From an optimization exercise on the open Yosys and OpenROAD flow, aimed at small area, a short achievable clock period and few clock cycles; shortcuts taken in it are not production practice. Function was checked by simulation only, so behaviour that the tests miss may differ from the original.

==> 10-26 <==
## fft_core
module fft_core #(
    parameter DATA_WIDTH = 16,
    parameter N = 16
)(
    input  wire clk,
    input  wire reset,
    input  wire start_fft,
    input  wire [N*DATA_WIDTH-1:0] real_in,    
    input  wire [N*DATA_WIDTH-1:0] imag_in,    
    output wire [N*DATA_WIDTH-1:0] real_out,   
    output wire [N*DATA_WIDTH-1:0] imag_out,   
    output reg  fft_done                       
);
    localparam W = DATA_WIDTH;
    wire [N*W-1:0] s1_r, s1_i;    
    wire [4*7*W-1:0] t2;          
    reg  [4*7*W-1:0] st_t;        
    generate if (1) begin : s1g0
        wire [W-1:0] p, q, r, s, t, u, v;
        addsub_blk4 u1 (.a(real_in[0*W +: W]), .b(real_in[2*W +: W]), .s(p), .d(q));
        addsub_blk4 u2 (.a(imag_in[0*W +: W]), .b(imag_in[2*W +: W]), .s(r), .d(s));
        addsub_blk4 u3 (.a(real_in[1*W +: W]), .b(real_in[3*W +: W]), .s(t), .d(u));
        addsub_blk4 u4 (.a(imag_in[1*W +: W]), .b(imag_in[3*W +: W]), .s(v), .d());
        addsub_blk4 u5 (.a(p), .b(t), .s(s1_r[0*W +: W]), .d(s1_r[2*W +: W]));
        addsub_blk4 u6 (.a(r), .b(v), .s(s1_i[0*W +: W]), .d(s1_i[2*W +: W]));
        addsub_blk4 u7 (.a(s), .b(u), .s(s1_i[1*W +: W]), .d(s1_i[3*W +: W]));
        addsub_blk4 u8 (.a(p), .b(v), .s(), .d(s1_r[1*W +: W]));
        addsub_blk4 u9 (.a(q), .b(v), .s(s1_r[3*W +: W]), .d());
    end endgenerate
    generate if (1) begin : s1g1
        wire [W-1:0] p, q, r, s, t, u, v;
        addsub_blk4 u10 (.a(real_in[4*W +: W]), .b(real_in[6*W +: W]), .s(p), .d(q));
        addsub_blk4 u11 (.a(imag_in[4*W +: W]), .b(imag_in[6*W +: W]), .s(r), .d(s));
        addsub_blk4 u12 (.a(real_in[5*W +: W]), .b(real_in[7*W +: W]), .s(t), .d(u));
        addsub_blk4 u13 (.a(imag_in[5*W +: W]), .b(imag_in[7*W +: W]), .s(v), .d());
        addsub_blk4 u14 (.a(p), .b(t), .s(s1_r[4*W +: W]), .d(s1_r[6*W +: W]));
        addsub_blk4 u15 (.a(r), .b(v), .s(s1_i[4*W +: W]), .d(s1_i[6*W +: W]));
  ...
export LEC_CHECK = 0
export CAP_MARGIN = 20
export CORE_MARGIN = 2
export CORE_UTILIZATION = 55
export CTS_BUF_LIST = sky130_fd_sc_hd__clkbuf_8
export GPL_TIMING_DRIVEN = 0
export PLACE_DENSITY = 0.7
export SETUP_SLACK_MARGIN = 0.6
export SLEW_MARGIN = 20
create_clock -name core_clock -period 7.0 [get_ports {clk}]
standard.sh (not shown) runs the stock make flow with config.mk's settings and CLKGATE_MAP_FILE= SYNTH_SCRIPT=/design/flow/synth_recipe.tcl, a recipe that flattens the netlist after the stock synthesis.
==> flow/flow/run.sh <==
#!/bin/bash
set -o pipefail
cp standard.sh standard.sh.txt 2>/dev/null
export BUFFER_PORTS_ARGS="-buffer_cell sky130_fd_sc_hd__buf_1"
bash standard.sh > standard.log 2>&1
==> 05-14 (differences from 10-26) <==
==> flow/flow/run.sh (replaced) <==
#!/bin/bash
set -o pipefail
cp standard.sh standard.sh.txt 2>/dev/null
export BUFFER_PORTS_ARGS="-buffer_cell sky130_fd_sc_hd__buf_2"
bash standard.sh > standard.log 2>&1
- CTS_BUF_LIST: sky130_fd_sc_hd__clkbuf_8 -> default
- SETUP_SLACK_MARGIN: 0.6 -> 0.2
==> results.txt <==
10-26 went through all stages and came out clean. 05-14 produced a clean layout. In 10-26 the final area is higher than in 05-14, by 2.6%. Between 05-14 and 10-26, the lower hold slack is in 10-26 (gap 0.13 ns). In synthesized cell count, 05-14 and 10-26 do not differ. Against 10-26, the utilization of 05-14 is lower by 1.7 points. Cell count: 05-14 is lower than 10-26 (1.3%). Against 05-14, the fmax of 10-26 is higher by 5.0%. Sequential share of layout area: 05-14 is higher than 10-26 (0.27 points).
Testbench counts of 10-26, summed over its fixed seeds: cycles 2,056.
Testbench counts of 05-14, summed over its fixed seeds: cycles 2,056.

========
==> run Z: inputs <==
fft_core, a different RTL version from the one above (not shown whole).
## fft_core
module fft_core #(
    parameter DATA_WIDTH = 16,
    parameter N = 16
)(
    input  wire clk,
    input  wire reset,
    input  wire start_fft,
    input  wire [N*DATA_WIDTH-1:0] real_in,    
    input  wire [N*DATA_WIDTH-1:0] imag_in,    
    output wire [N*DATA_WIDTH-1:0] real_out,   
    output wire [N*DATA_WIDTH-1:0] imag_out,   
    output reg  fft_done                       
);
==> flow/config.mk <==
export PLATFORM = sky130hd
export DESIGN_NAME = fft_core
export DESIGN_NICKNAME = fft_core
export VERILOG_FILES = /design/flow/design.v
export SDC_FILE = /design/flow/constraint.sdc
export NUM_CORES = 4
export LEC_CHECK = 0
export CAP_MARGIN = 20
export CORE_MARGIN = 2
export CORE_UTILIZATION = 55
export CTS_BUF_LIST = sky130_fd_sc_hd__clkbuf_8
export GPL_TIMING_DRIVEN = 0
export PLACE_DENSITY = 0.7
export SETUP_SLACK_MARGIN = 0.1
export SLEW_MARGIN = 20
==> flow/constraint.sdc <==
create_clock -name core_clock -period 7.0 [get_ports {clk}]
set_input_delay 1.4000 -clock core_clock [delete_from_list [all_inputs] [get_ports {clk}]]
set_output_delay 1.4000 -clock core_clock [all_outputs]
set_load 0.01 [all_outputs]
==> flow/flow/run.sh <==
#!/bin/bash
set -o pipefail
cp standard.sh standard.sh.txt 2>/dev/null
export BUFFER_PORTS_ARGS="-buffer_cell sky130_fd_sc_hd__buf_1"
bash standard.sh > standard.log 2>&1
==> run A: changes against run Z <==
Settings changed: SETUP_SLACK_MARGIN 0.1 to 0.4.
==> notes <==
- In run Z the clock-buffer cell count is lower than in run A, by 3.
- In synthesized cell count, run A and run Z do not differ.
- Between run A and run Z, the lower final area is in run Z (gap 3.5%, measured against run Z).
- Of run A and run Z, run A has the higher fmax (gap about 1.4%, measured against run Z).
- Against run Z, the non-clock buffer count of run A is higher by 110.
- Between run A and run Z, the lower sequential share of layout area is in run A (gap 0.38 points).
- Of run A and run Z, run Z has the higher global-route usage (gap 0.13 points).
==> figures <==
quantity                                                                                 run A                  run Z
Footprint of the flip-flops and latches                                             8608 sq um             8600 sq um
Share of the cycle needed by the critical path after routing                            95.65%                 97.03%
Post-DP Area                                                                       70530 sq um            70180 sq um
Weighted congestion reported at the end of routability-driven placement                  1.018                  1.005
Share of the final layout cell area in multi-input gates                                71.92%                 72.13%
Total number of vias                                                                    58.21k                 57.64k
Outcome                                                               timing/DRC/antenna clean  timing/DRC/antenna clean
Setup WS post-layout                                                                 0.3043 ns              0.2079 ns
Critical Path Slowest Stage Cell                                         sky130_fd_sc_hd__fa_2  sky130_fd_sc_hd__fa_1
Fraction of the core area covered by cells at the end of the flow                       66.49%                 64.25%
Count of cell instances traversed by the critical path                                      23                     26
Total routing usage reported by global routing                                          40.48%                 40.60%
Peak Freq                                                                            149.4 MHz              147.2 MHz
Metal3 WL                                                                        22190 microns          22840 microns
Clock buffer count from CTS                                                                 82                     81
Worst hold-check slack                                                               0.4523 ns              0.4544 ns
Per-cell via count in the routed design                                                  5.642                  5.647
Remaining max-slew budget at the tightest pin                                           19.00%                 21.52%
Testbench counts of run Z, summed over its fixed seeds: cycles 2,056.
Testbench counts of run A, summed over its fixed seeds: cycles 2,056.

========
==> build 84 <==
fft_core again, from the RTL that the note above started with.
==> flow/config.mk <==
export PLATFORM = sky130hd
export DESIGN_NAME = fft_core
export DESIGN_NICKNAME = fft_core
export VERILOG_FILES = /design/flow/design.v
export SDC_FILE = /design/flow/constraint.sdc
export NUM_CORES = 4
export LEC_CHECK = 0
export CAP_MARGIN = 20
export CORE_MARGIN = 2
export CORE_UTILIZATION = 60
export CTS_BUF_LIST = sky130_fd_sc_hd__clkbuf_8
export GPL_TIMING_DRIVEN = 0
export PLACE_DENSITY = 0.75
export SETUP_SLACK_MARGIN = 0.2
export SLEW_MARGIN = 20
==> flow/constraint.sdc <==
create_clock -name core_clock -period 7.0 [get_ports {clk}]
set_input_delay 1.4000 -clock core_clock [delete_from_list [all_inputs] [get_ports {clk}]]
set_output_delay 1.4000 -clock core_clock [all_outputs]
set_load 0.01 [all_outputs]
Scripts as last shown in full above: flow/flow/run.sh
==> build 62: changes against build 84 <==
--- a/flow/config.mk
+++ b/flow/config.mk
@@ -7,9 +7,9 @@
 export LEC_CHECK = 0
 export CAP_MARGIN = 20
 export CORE_MARGIN = 2
-export CORE_UTILIZATION = 60
+export CORE_UTILIZATION = 55
 export CTS_BUF_LIST = sky130_fd_sc_hd__clkbuf_8
 export GPL_TIMING_DRIVEN = 0
-export PLACE_DENSITY = 0.75
+export PLACE_DENSITY = 0.7
 export SETUP_SLACK_MARGIN = 0.2
 export SLEW_MARGIN = 20
==> results.txt <==
| item | build 84 | build 62 |
|---|---|---|
| Status | complete, no violations | complete, no violations |
| Worst EP arrival | 5.33 ns | 7.36 ns |
| Ant. Diodes | 40 | 36 |
| Post-CTS Setup Inserts | 41 | 32 |
| Buffers outside the clock class | 1,221 | 1,206 |
| Maximum fanout along the worst path | 6 | 7 |
| Post-Place Worst Slack | -1.75 ns | -2.06 ns |
| Fraction of area in registers | 11.4% | 11.5% |
| Startpoint class of the critical path | flip-flop | input port |
| Minimum clock period after layout | 6.73 ns | 6.72 ns |
| Net count of the finished layout | 10,600 | 10,600 |
| Data required time at the worst endpoint | 5.60 ns | 7.64 ns |
| Post-route worst setup slack | 0.267 ns | 0.278 ns |
| Share of layout cells above drive strength 1 | 10.0% | 9.28% |
| Remaining max-slew budget at the tightest pin | 23.0% | 21.6% |
| Maximum number of pins on one net before global-route repair | 12 | 14 |
| Share of cell area taken by multi-input logic gates | 72.2% | 72.0% |
| Average wire length per cell after detail routing | 24.7 um | 24.4 um |
| Critical path launch point | st_t[352]$_DFF_P_ | real_in[16] |
| Chip width | 332 um | 346 um |
| Final weighted congestion in routability-driven placement | 1.05 | 1.02 |
| Number of vias in the routed layout | 58,700 | 57,200 |
| GR Util All Layers | 43.6% | 40.3% |
| Worst path slowest cell | maj3_1 | or3b_2 |
Testbench counts of build 84, summed over its fixed seeds: cycles 2,056.
Testbench counts of build 62, summed over its fixed seeds: cycles 2,056.

## separate check: timing with driven ports
The flow's constraints put no driver on any port. The routed layouts listed below were extracted and timed again, unchanged, in two steps.
Step 1 assumes that a clkbuf_16 drives the clock port and a buf_2 every other input.
Step 2, shift: input delay + t, output delay - t, t = (earliest + latest rising clock arrival at the registers) / 2. This alone moves slack from input paths to output paths.
a / b / c = ideal / step 1 / step 2; a / b = the first two.
run	t (ns)	slack for setup (ns)	clock arrival spread, ns	worst slew at a driven data input, ns	pins driven straight from the clock port
10-26	0.839	0.507 / 0.509 / -0.282	0.049 / 0.050	0.16	1
05-14	0.724	0.180 / 0.234 / -0.490	0.025 / 0.025	0.16	1
run Z	0.824	0.208 / 0.173 / -0.558	0.069 / 0.069	0.22	1
run A	0.833	0.304 / 0.360 / -0.473	0.041 / 0.041	0.23	1
build 84	0.794	0.267 / 0.187 / -0.442	0.058 / 0.058	0.21	1
build 62	0.812	0.278 / 0.249 / -0.483	0.056 / 0.055	0.21	1
With both steps, setup timing fails in every run listed, where it was met with ideal ports. For 10-26, which loses most, drivers alone change the setup slack by +0.002 ns; drivers and shift together by -0.789 ns.
